From an optimization exercise on the open Yosys and OpenROAD flow, aimed at small area, a short achievable clock period and few clock cycles; shortcuts taken in it are not production practice.
At most, simulation tests tie the RTL to the original design; equivalence was not proved.
No driver is modelled on the clock port, so clock power and skew are understated where the tree is cut down; a real chip needs a root buffer or a tree.
Power and IR drop assume default switching activity.

==> run a <==
// LBP
module LBP ( clk, reset, gray_addr, gray_req, gray_ready, gray_data, lbp_addr, lbp_valid, lbp_data, finish);
==> module LBP, before the edit <==
module LBP ( clk, reset, gray_addr, gray_req, gray_ready, gray_data, lbp_addr, lbp_valid, lbp_data, finish);
input   	clk;
input   	reset;
output  reg [13:0] 	gray_addr;
output  reg      	gray_req;
input   	    gray_ready;
input   [7:0] 	gray_data;
output  reg [13:0] 	lbp_addr;
output  reg 	lbp_valid;
output  reg [7:0] 	lbp_data;
output  reg 	finish;
localparam K = 8;
reg        run;       
reg [2:0]  idx;       
reg        last;      
reg        cend;      
reg [6:0]  row, col;  
reg        v1, f1;    
reg [13:0] la;        
wire [6:0] row_n = !run ? row :
                   !last ? row + 7'd1 :
                   cend ? row - 7'd1 : row - 7'd7;
wire [6:0] col_n = (run && last) ? col + 7'd1 : col;
always @(posedge clk or posedge reset) begin
    if (reset) begin
        run <= 1'b0;
        idx <= 3'd0;
        last <= 1'b0;
        cend <= 1'b0;
        row <= 7'd0;
        col <= 7'd0;
    end else begin
        run <= run | gray_ready;
        row <= row_n;
        col <= col_n;
        if (run) begin
            idx <= idx + 3'd1;
            last <= (idx == 3'd6);
            if (last) cend <= (col == 7'd126);
        end
    end
end
function [1:0] cmp2;
    input [7:0] a, b;
    reg [7:0] g, p;
    reg g76, p76, g54, p54, g32, p32, g10, p10, g74, p74, g30, p30, gg, pp;
    begin
        g = a & ~b;
        p = a | ~b;
        g76 = g[7] | (p[7] & g[6]);  p76 = p[7] & p[6];
        g54 = g[5] | (p[5] & g[4]);  p54 = p[5] & p[4];
        g32 = g[3] | (p[3] & g[2]);  p32 = p[3] & p[2];
        g10 = g[1] | (p[1] & g[0]);  p10 = p[1] & p[0];
        g74 = g76 | (p76 & g54);     p74 = p76 & p54;
        g30 = g32 | (p32 & g10);     p30 = p32 & p10;
        gg  = g74 | (p74 & g30);     pp  = p74 & p30;
        cmp2 = {gg | pp, ~gg};
    end
endfunction
reg [7:0]  sr [0:K+1];  
reg [2:0]  pb [0:K];    
reg        q5;          
reg        q1;          
reg        q2a, q2b;    
wire [7:0] p  = sr[0];      
wire [7:0] dl = sr[K-1];    
wire [7:0] l  = sr[K];      
wire [7:0] ul = sr[K+1];    
wire p_ge_ul, ul_ge_p, p_ge_l, l_ge_p, p_ge_dl, dl_ge_p, l_ge_ul, ul_ge_l;
assign {p_ge_ul, ul_ge_p} = cmp2(p, ul);
assign {p_ge_l,  l_ge_p}  = cmp2(p, l);
assign {p_ge_dl, dl_ge_p} = cmp2(p, dl);
assign {l_ge_ul, ul_ge_l} = cmp2(l, ul);
integer j;
always @(posedge clk) begin
    sr[0] <= gray_data;
    for (j = 1; j <= K+1; j = j + 1) sr[j] <= sr[j-1];
    pb[0] <= {dl_ge_p, l_ge_p, ul_ge_p};
    for (j = 1; j <= K; j = j + 1) pb[j] <= pb[j-1];
    q5 <= p_ge_l;
    q1 <= ul_ge_l;
    q2a <= p_ge_dl;
    q2b <= q2a;
    gray_req <= run | gray_ready;
    gray_addr <= {row_n, col_n};
    v1 <= run && (idx[2] | idx[1]) && (col[6:1] != 6'd0);
    f1 <= run && last && cend && (row == 7'd127);
    lbp_valid <= v1;
    finish <= f1;
    la <= {row - 7'd1, col - 7'd1};    
    lbp_addr <= la;
    lbp_data <= {p_ge_ul, l_ge_ul, pb[K][2], q5, pb[K][1], q2b, q1, pb[K][0]};
end
endmodule
export LEC_CHECK = 0
export CAP_MARGIN = 20
export CORE_MARGIN = 2
export CORE_UTILIZATION = 60
export PLACE_DENSITY = 0.75
export SETUP_SLACK_MARGIN = 2.0
export SLEW_MARGIN = 20
create_clock -name core_clock -period 3.3 [get_ports {clk}]
standard.sh (not shown) runs the stock make flow with config.mk's settings and CLKGATE_MAP_FILE= SYNTH_SCRIPT=/design/flow/synth_recipe.tcl, a recipe that flattens the netlist after the stock synthesis.
==> flow/flow/run.sh <==
#!/bin/bash
# Own layout flow: the standard flow (standard.sh, unchanged synthesis),
# except that the clock tree is one level of clock buffers driven by the
# clock port, built by flow/clock_tree.tcl before CTS (PRE_CTS_TCL hook);
# TritonCTS is skipped. standard.sh's output goes to standard.log; each
# ORFS step keeps its own log under orfs/logs.
set -euo pipefail
cd "$(dirname "$0")/.."
export PRE_CTS_TCL="$(pwd)/flow/clock_tree.tcl"
bash standard.sh > standard.log 2>&1
==> flow/flow/clock_tree.tcl <==
# Clock tree of two levels, built before CTS (PRE_CTS_TCL); the CTS command
# itself is then skipped. The registers are split by balanced k-means on their
# places into NLEAF groups, each clocked by a leaf buffer at its centre; the
# leaf buffers are split the same way into NTOP groups, each driven by a top
# buffer at its centre, and the clock port drives the NTOP top buffers.
proc env_or {name default} {
  if {[info exists ::env($name)]} { return $::env($name) }
  return $default
}
set nleaf [env_or MY_CLK_NLEAF 8]
set ntop [env_or MY_CLK_NTOP 4]
set leafcell [env_or MY_CLK_LEAF sky130_fd_sc_hd__clkbuf_16]
set topcell [env_or MY_CLK_TOP sky130_fd_sc_hd__clkbuf_8]

# balanced k-means of points {x y} into k groups of at most ceil(n/k);
# returns the group of each point
proc bkmeans {pts k} {
  set n [llength $pts]
  set mx 0.0; set my 0.0
  foreach p $pts { set mx [expr {$mx + [lindex $p 0]}]; set my [expr {$my + [lindex $p 1]}] }
  set mx [expr {$mx / $n}]; set my [expr {$my / $n}]
  set order {}
  for {set i 0} {$i < $n} {incr i} {
    set p [lindex $pts $i]
    lappend order [list $i [expr {atan2([lindex $p 1] - $my, [lindex $p 0] - $mx)}]]
  }
  set order [lsort -real -index 1 $order]
  set assign [lrepeat $n 0]
  for {set j 0} {$j < $n} {incr j} { lset assign [lindex $order $j 0] [expr {$j * $k / $n}] }
  set cap [expr {($n + $k - 1) / $k}]
  for {set iter 0} {$iter < 50} {incr iter} {
    set cx [lrepeat $k 0.0]; set cy [lrepeat $k 0.0]; set cn [lrepeat $k 0]
    for {set i 0} {$i < $n} {incr i} {
      set c [lindex $assign $i]; set p [lindex $pts $i]
      lset cx $c [expr {[lindex $cx $c] + [lindex $p 0]}]
      lset cy $c [expr {[lindex $cy $c] + [lindex $p 1]}]
      lset cn $c [expr {[lindex $cn $c] + 1}]
    }
    for {set c 0} {$c < $k} {incr c} {
      if {[lindex $cn $c] > 0} {
        lset cx $c [expr {[lindex $cx $c] / [lindex $cn $c]}]
        lset cy $c [expr {[lindex $cy $c] / [lindex $cn $c]}]
      }
    }
    set pairs {}
    for {set i 0} {$i < $n} {incr i} {
      set p [lindex $pts $i]
      for {set c 0} {$c < $k} {incr c} {
        lappend pairs [list [expr {abs([lindex $p 0] - [lindex $cx $c]) + abs([lindex $p 1] - [lindex $cy $c])}] $i $c]
      }
    }
    set new [lrepeat $n -1]; set used [lrepeat $k 0]
    foreach pr [lsort -real -index 0 $pairs] {
      lassign $pr d i c
      if {[lindex $new $i] >= 0 || [lindex $used $c] >= $cap} { continue }
      lset new $i $c
      lset used $c [expr {[lindex $used $c] + 1}]
    }
    if {$new eq $assign} { break }
    set assign $new
  }
  return $assign
}

# centre of each group
proc centres {pts assign k} {
  set cx [lrepeat $k 0.0]; set cy [lrepeat $k 0.0]; set cn [lrepeat $k 0]
  foreach p $pts c $assign {
    lset cx $c [expr {[lindex $cx $c] + [lindex $p 0]}]
    lset cy $c [expr {[lindex $cy $c] + [lindex $p 1]}]
    lset cn $c [expr {[lindex $cn $c] + 1}]
  }
  set out {}
  for {set c 0} {$c < $k} {incr c} {
    lappend out [list [expr {[lindex $cx $c] / max(1, [lindex $cn $c])}] [expr {[lindex $cy $c] / max(1, [lindex $cn $c])}]]
  }
  return $out
}

set block [ord::get_db_block]
set core [$block getCoreArea]
proc add_buffer {name cell at in_net} {
  set block [ord::get_db_block]
  set core [$block getCoreArea]
  set master [[ord::get_db] findMaster $cell]
  set inst [odb::dbInst_create $block $master $name]
  set x [expr {int([lindex $at 0]) - [$master getWidth] / 2}]
  set y [expr {int([lindex $at 1]) - [$master getHeight] / 2}]
  set x [expr {max([$core xMin], min($x, [$core xMax] - [$master getWidth]))}]
  set y [expr {max([$core yMin], min($y, [$core yMax] - [$master getHeight]))}]
  $inst setLocation $x $y
  $inst setPlacementStatus PLACED
  set net [odb::dbNet_create $block clknet_$name]
  $net setSigType CLOCK
  [$inst findITerm A] connect $in_net
  [$inst findITerm X] connect $net
  return $net
}

set clk_net [$block findNet clk]
set sinks [$clk_net getITerms]
set pts {}
foreach it $sinks {
  set bb [[$it getInst] getBBox]
  lappend pts [list [expr {([$bb xMin] + [$bb xMax]) / 2.0}] [expr {([$bb yMin] + [$bb yMax]) / 2.0}]]
}
set leaf_of [bkmeans $pts $nleaf]
set leaf_at [centres $pts $leaf_of $nleaf]
set top_of [bkmeans $leaf_at $ntop]
set top_at [centres $leaf_at $top_of $ntop]

set top_net {}
for {set t 0} {$t < $ntop} {incr t} {
  lappend top_net [add_buffer clktop_$t $topcell [lindex $top_at $t] $clk_net]
}
for {set c 0} {$c < $nleaf} {incr c} {
  set net [add_buffer clkleaf_$c $leafcell [lindex $leaf_at $c] [lindex $top_net [lindex $top_of $c]]]
  set cnt 0
  foreach it $sinks g $leaf_of {
    if {$g == $c} { $it disconnect; $it connect $net; incr cnt }
  }
  puts "clock leaf $c (top [lindex $top_of $c]) at [lindex $leaf_at $c] drives $cnt registers"
}
set_propagated_clock [all_clocks]
rename clock_tree_synthesis {}
proc clock_tree_synthesis {args} { puts "clock_tree_synthesis skipped: the clock tree is built by clock_tree.tcl" }
==> inputs of run b, as changes to run a <==
--- a/flow/design.v
+++ b/flow/design.v
@@ -3,5 +3,5 @@
 input   	clk;
 input   	reset;
-output  reg [13:0] 	gray_addr;
+output      [13:0] 	gray_addr;
 output  reg      	gray_req;
 input   	    gray_ready;
@@ -11,35 +11,49 @@
 output  reg [7:0] 	lbp_data;
 output  reg 	finish;
-localparam K = 8;
+localparam K = 10;
 reg        run;       
-reg [2:0]  idx;       
+reg [3:0]  idx;       
+reg [3:0]  rh;        
+reg [6:0]  col;       
+reg        cend;      
+reg        at7;       
 reg        last;      
-reg        cend;      
-reg [6:0]  row, col;  
 reg        v1, f1;    
-reg [13:0] la;        
-wire [6:0] row_n = !run ? row :
-                   !last ? row + 7'd1 :
-                   cend ? row - 7'd1 : row - 7'd7;
-wire [6:0] col_n = (run && last) ? col + 7'd1 : col;
+reg        first;     
+reg        wrapped;   
+assign gray_addr = {rh, idx[2:0], col};
+wire [3:0] idx_n = !run ? 4'd0 : last ? 4'd0 : idx + 4'd1;
+wire [6:0] col_n = last ? col + 7'd1 : col;
+wire [3:0] rh_p1 = rh + 4'd1;
+wire [3:0] rh_m1 = rh - 4'd1;
+wire [3:0] rh_n = at7 ? rh_p1 : (last & ~cend) ? rh_m1 : rh;
 always @(posedge clk or posedge reset) begin
-    if (reset) begin
-        run <= 1'b0;
-        idx <= 3'd0;
+    if (reset) run <= 1'b0;
+    else run <= run | gray_ready;
+end
+always @(posedge clk) begin
+    if (!run) begin
+        idx <= 4'd0;
+        rh <= 4'd0;
+        col <= 7'd0;
+        cend <= 1'b0;
+        at7 <= 1'b0;
         last <= 1'b0;
-        cend <= 1'b0;
-        row <= 7'd0;
-        col <= 7'd0;
+        first <= 1'b0;
+        wrapped <= 1'b0;
     end else begin
-        run <= run | gray_ready;
-        row <= row_n;
+        first <= last;
+        wrapped <= last & cend;
+        idx <= idx_n;
+        rh <= rh_n;
         col <= col_n;
-        if (run) begin
-            idx <= idx + 3'd1;
-            last <= (idx == 3'd6);
-            if (last) cend <= (col == 7'd126);
-        end
+        if (last) cend <= (col == 7'd126);
+        at7 <= (idx == 4'd6);
+        last <= (idx == 4'd8);
     end
 end
+wire [2:0] idx_m2 = idx[2:0] - 3'd2;
+wire [6:0] lrow = first ? {(wrapped ? rh : rh_p1), 3'd0} : {(idx[3] ? rh_m1 : rh), idx_m2};
+wire [6:0] lcol = col + {6'b111111, ~first};    
 function [1:0] cmp2;
     input [7:0] a, b;
@@ -84,11 +98,9 @@
     q2b <= q2a;
     gray_req <= run | gray_ready;
-    gray_addr <= {row_n, col_n};
-    v1 <= run && (idx[2] | idx[1]) && (col[6:1] != 6'd0);
-    f1 <= run && last && cend && (row == 7'd127);
-    lbp_valid <= v1;
-    finish <= f1;
-    la <= {row - 7'd1, col - 7'd1};    
-    lbp_addr <= la;
+    v1 <= run && (idx[3:1] != 3'd0) && (col[6:1] != 6'd0) && !(rh == 4'd0 && idx[3]);
+    f1 <= run && cend && (rh == 4'd15) && (idx == 4'd7);
+    lbp_valid <= v1 & run;    
+    finish <= f1 & run;
+    lbp_addr <= {lrow, lcol};
     lbp_data <= {p_ge_ul, l_ge_ul, pb[K][2], q5, pb[K][1], q2b, q1, pb[K][0]};
 end
==> flow/flow/run.sh (replaced) <==
#!/bin/bash
# Own layout flow: the standard flow (standard.sh, unchanged synthesis),
# with two hooks: flow/ports.tcl after global placement sets the port
# buffers' cells (POST_GLOBAL_PLACE_TCL), and flow/clock_tree.tcl builds a
# two-level clock tree before CTS, which TritonCTS then skips (PRE_CTS_TCL).
# standard.sh's output goes to standard.log; each ORFS step keeps its own log
# under orfs/logs.
set -euo pipefail
cd "$(dirname "$0")/.."
export POST_GLOBAL_PLACE_TCL="$(pwd)/flow/ports.tcl"
export PRE_CTS_TCL="$(pwd)/flow/clock_tree.tcl"
export MY_CLK_NLEAF=12 MY_CLK_LEAF=sky130_fd_sc_hd__clkinv_4 MY_CLK_TOP=sky130_fd_sc_hd__clkinv_8
bash standard.sh > standard.log 2>&1
--- a/flow/flow/clock_tree.tcl
+++ b/flow/flow/clock_tree.tcl
@@ -94,5 +94,5 @@
   $net setSigType CLOCK
   [$inst findITerm A] connect $in_net
-  [$inst findITerm X] connect $net
+  [$inst findITerm [expr {[string match "*inv*" $cell] ? "Y" : "X"}]] connect $net
   return $net
 }
@@ -125,2 +125,5 @@
 rename clock_tree_synthesis {}
 proc clock_tree_synthesis {args} { puts "clock_tree_synthesis skipped: the clock tree is built by clock_tree.tcl" }
+# the tree's inverters are its own: no cloning next to the registers
+rename repair_clock_inverters {}
+proc repair_clock_inverters {args} { puts "repair_clock_inverters skipped: the clock tree is built by clock_tree.tcl" }
==> flow/flow/ports.tcl (new file) <==
# After global placement (POST_GLOBAL_PLACE_TCL): the port buffers that
# buffer_ports inserted become buf_1 on inputs (each drives few pins) and
# buf_1 on outputs (each drives one port).
foreach inst [[ord::get_db_block] getInsts] {
  set name [$inst getName]
  set cell [[$inst getMaster] getName]
  if {[string match "input*" $name] && $cell ne "sky130_fd_sc_hd__buf_1"} {
    replace_cell $name sky130_fd_sc_hd__buf_1
  } elseif {[string match "output*" $name] && $cell ne "sky130_fd_sc_hd__buf_1"} {
    replace_cell $name sky130_fd_sc_hd__buf_1
  }
}
- CORE_UTILIZATION: 60 -> 55
- SETUP_SLACK_MARGIN: 2.0 -> 1.9
==> inputs of run c, as changes to run a <==
--- a/flow/design.v
+++ b/flow/design.v
@@ -11,35 +11,48 @@
 output  reg [7:0] 	lbp_data;
 output  reg 	finish;
-localparam K = 8;
+localparam K = 10;
 reg        run;       
-reg [2:0]  idx;       
+reg [3:0]  idx;       
+reg [3:0]  rh;        
+reg [6:0]  col;       
+reg        cend;      
+reg        at7;       
 reg        last;      
-reg        cend;      
-reg [6:0]  row, col;  
 reg        v1, f1;    
-reg [13:0] la;        
-wire [6:0] row_n = !run ? row :
-                   !last ? row + 7'd1 :
-                   cend ? row - 7'd1 : row - 7'd7;
-wire [6:0] col_n = (run && last) ? col + 7'd1 : col;
+reg        first;     
+reg        wrapped;   
+wire [3:0] idx_n = !run ? 4'd0 : last ? 4'd0 : idx + 4'd1;
+wire [6:0] col_n = last ? col + 7'd1 : col;
+wire [3:0] rh_p1 = rh + 4'd1;
+wire [3:0] rh_m1 = rh - 4'd1;
+wire [3:0] rh_n = at7 ? rh_p1 : (last & ~cend) ? rh_m1 : rh;
 always @(posedge clk or posedge reset) begin
-    if (reset) begin
-        run <= 1'b0;
-        idx <= 3'd0;
+    if (reset) run <= 1'b0;
+    else run <= run | gray_ready;
+end
+always @(posedge clk) begin
+    if (!run) begin
+        idx <= 4'd0;
+        rh <= 4'd0;
+        col <= 7'd0;
+        cend <= 1'b0;
+        at7 <= 1'b0;
         last <= 1'b0;
-        cend <= 1'b0;
-        row <= 7'd0;
-        col <= 7'd0;
+        first <= 1'b0;
+        wrapped <= 1'b0;
     end else begin
-        run <= run | gray_ready;
-        row <= row_n;
+        first <= last;
+        wrapped <= last & cend;
+        idx <= idx_n;
+        rh <= rh_n;
         col <= col_n;
-        if (run) begin
-            idx <= idx + 3'd1;
-            last <= (idx == 3'd6);
-            if (last) cend <= (col == 7'd126);
-        end
+        if (last) cend <= (col == 7'd126);
+        at7 <= (idx == 4'd6);
+        last <= (idx == 4'd8);
     end
 end
+wire [2:0] idx_m2 = idx[2:0] - 3'd2;
+wire [6:0] lrow = first ? {(wrapped ? rh : rh_p1), 3'd0} : {(idx[3] ? rh_m1 : rh), idx_m2};
+wire [6:0] lcol = col + {6'b111111, ~first};    
 function [1:0] cmp2;
     input [7:0] a, b;
@@ -84,11 +97,10 @@
     q2b <= q2a;
     gray_req <= run | gray_ready;
-    gray_addr <= {row_n, col_n};
-    v1 <= run && (idx[2] | idx[1]) && (col[6:1] != 6'd0);
-    f1 <= run && last && cend && (row == 7'd127);
-    lbp_valid <= v1;
-    finish <= f1;
-    la <= {row - 7'd1, col - 7'd1};    
-    lbp_addr <= la;
+    gray_addr <= {rh_n, idx_n[2:0], col_n};
+    v1 <= run && (idx[3:1] != 3'd0) && (col[6:1] != 6'd0) && !(rh == 4'd0 && idx[3]);
+    f1 <= run && cend && (rh == 4'd15) && (idx == 4'd7);
+    lbp_valid <= v1 & run;    
+    finish <= f1 & run;
+    lbp_addr <= {lrow, lcol};
     lbp_data <= {p_ge_ul, l_ge_ul, pb[K][2], q5, pb[K][1], q2b, q1, pb[K][0]};
 end
==> flow/flow/run.sh (replaced) <==
#!/bin/bash
# Own layout flow: the standard flow (standard.sh, unchanged synthesis),
# with two hooks: flow/ports.tcl after global placement sets the port
# buffers' cells (POST_GLOBAL_PLACE_TCL), and flow/clock_tree.tcl builds a
# two-level clock tree before CTS, which TritonCTS then skips (PRE_CTS_TCL).
# standard.sh's output goes to standard.log; each ORFS step keeps its own log
# under orfs/logs.
set -euo pipefail
cd "$(dirname "$0")/.."
export POST_GLOBAL_PLACE_TCL="$(pwd)/flow/ports.tcl"
export PRE_CTS_TCL="$(pwd)/flow/clock_tree.tcl"
export MY_CLK_NLEAF=12 MY_CLK_LEAF=sky130_fd_sc_hd__clkinv_4 MY_CLK_TOP=sky130_fd_sc_hd__clkinv_8
bash standard.sh > standard.log 2>&1
--- a/flow/flow/clock_tree.tcl
+++ b/flow/flow/clock_tree.tcl
@@ -94,5 +94,5 @@
   $net setSigType CLOCK
   [$inst findITerm A] connect $in_net
-  [$inst findITerm X] connect $net
+  [$inst findITerm [expr {[string match "*inv*" $cell] ? "Y" : "X"}]] connect $net
   return $net
 }
@@ -125,2 +125,5 @@
 rename clock_tree_synthesis {}
 proc clock_tree_synthesis {args} { puts "clock_tree_synthesis skipped: the clock tree is built by clock_tree.tcl" }
+# the tree's inverters are its own: no cloning next to the registers
+rename repair_clock_inverters {}
+proc repair_clock_inverters {args} { puts "repair_clock_inverters skipped: the clock tree is built by clock_tree.tcl" }
==> flow/flow/ports.tcl (new file) <==
# After global placement (POST_GLOBAL_PLACE_TCL): the port buffers that
# buffer_ports inserted become buf_1 on inputs (each drives few pins) and
# buf_1 on outputs (each drives one port).
foreach inst [[ord::get_db_block] getInsts] {
  set name [$inst getName]
  set cell [[$inst getMaster] getName]
  if {[string match "input*" $name] && $cell ne "sky130_fd_sc_hd__buf_1"} {
    replace_cell $name sky130_fd_sc_hd__buf_1
  } elseif {[string match "output*" $name] && $cell ne "sky130_fd_sc_hd__buf_1"} {
    replace_cell $name sky130_fd_sc_hd__buf_1
  }
}
- CORE_UTILIZATION: 60 -> 55
- SETUP_SLACK_MARGIN: 2.0 -> 1.95
==> run summary <==
Outcome: run b complete, no violations; run a complete, no violations; run c complete, no violations
VDD IR max: run b 440 µV; run a 615 µV; run c 363 µV
Share of the final layout cell area in multi-input gates: run b 0.235; run a 0.225; run c 0.232
Area growth from synthesis to final layout: run b 11.8%; run a 23.4%; run c 12.6%
Total Die Area: run b 9980 µm²; run a 9390 µm²; run c 10600 µm²
Power, Total: run b 4.49 mW; run a 5.20 mW; run c 4.82 mW
Leakage dissipation: run b 2.36 nW; run a 2.76 nW; run c 2.50 nW
Die Span X: run b 99.9 µm; run a 96.9 µm; run c 103 µm
Core Rows: run b 34; run a 33; run c 36
Endpoint of the worst-slack reg-to-reg timing path: run b lbp_data[7]$_DFF_P_; run a gray_addr[13]$_DFF_P_; run c rh[3]$_SDFF_PN0_
Core area: run b 8810 µm²; run a 8300 µm²; run c 9640 µm²
Area of the multi-input gates: run b 1330 µm²; run a 1440 µm²; run c 1410 µm²
Endpoint of the worst setup timing path: run b gray_addr[9]; run a gray_addr[13]$_DFF_P_; run c rh[3]$_SDFF_PN0_
Average size of a mapped cell: run b 12.6 µm²; run a 13.2 µm²; run c 12.6 µm²
Final Critical Period: run b 1370 ps; run a 1510 ps; run c 1330 ps
# fillers: run b 717; run a 528; run c 790
Proportion of register bits with asynchronous set or reset after synthesis: run b 0.00552; run a 0.108; run c 0.00513
Fraction of layout instances using a drive strength above 1: run b 0.142; run a 0.350; run c 0.136
Comb pwr: run b 0.908 mW; run a 1.08 mW; run c 0.990 mW
Total routed wire length on the met1 layer: run b 3.44 mm; run a 3.56 mm; run c 3.51 mm
Testbench counts of run b, summed over its fixed seeds: cycles 163,840.
Testbench counts of run c, summed over its fixed seeds: cycles 163,840.
No functional check of the RTL was part of run a. In every run of this note, the design's own scripts or RTL, not TritonCTS, make the clock network.

## separate check: timing with driven ports
The results above use ideal ports. As a check the final layouts listed here were re-extracted and re-timed, cells and wires unchanged. Step 1 (the two cells are an assumption about what drives the block):
set clk [get_ports {clk}]
set_driving_cell -lib_cell sky130_fd_sc_hd__clkbuf_16 $clk
set_driving_cell -lib_cell sky130_fd_sc_hd__buf_2 [delete_from_list [all_inputs] $clk]
Step 2 also shifts input and output timing later by t, the mid clock arrival at the registers, as if the neighbouring blocks saw the same clock. a / b / c = no drivers / after step 1 / after step 2; a / b = the first two.
| run | shift t [ns] | setup slack, ns | pins driven straight from the clock port |
|---|---|---|---|
| run a | 0.351 | 1.793 / 1.793 / 1.793 | 4 |
| run b | 0.270 | 1.933 / 1.800 / 1.934 | 4 |
| run c | 0.280 | 1.971 / 1.883 / 1.971 | 4 |
After both steps setup and hold are still met in every run listed.
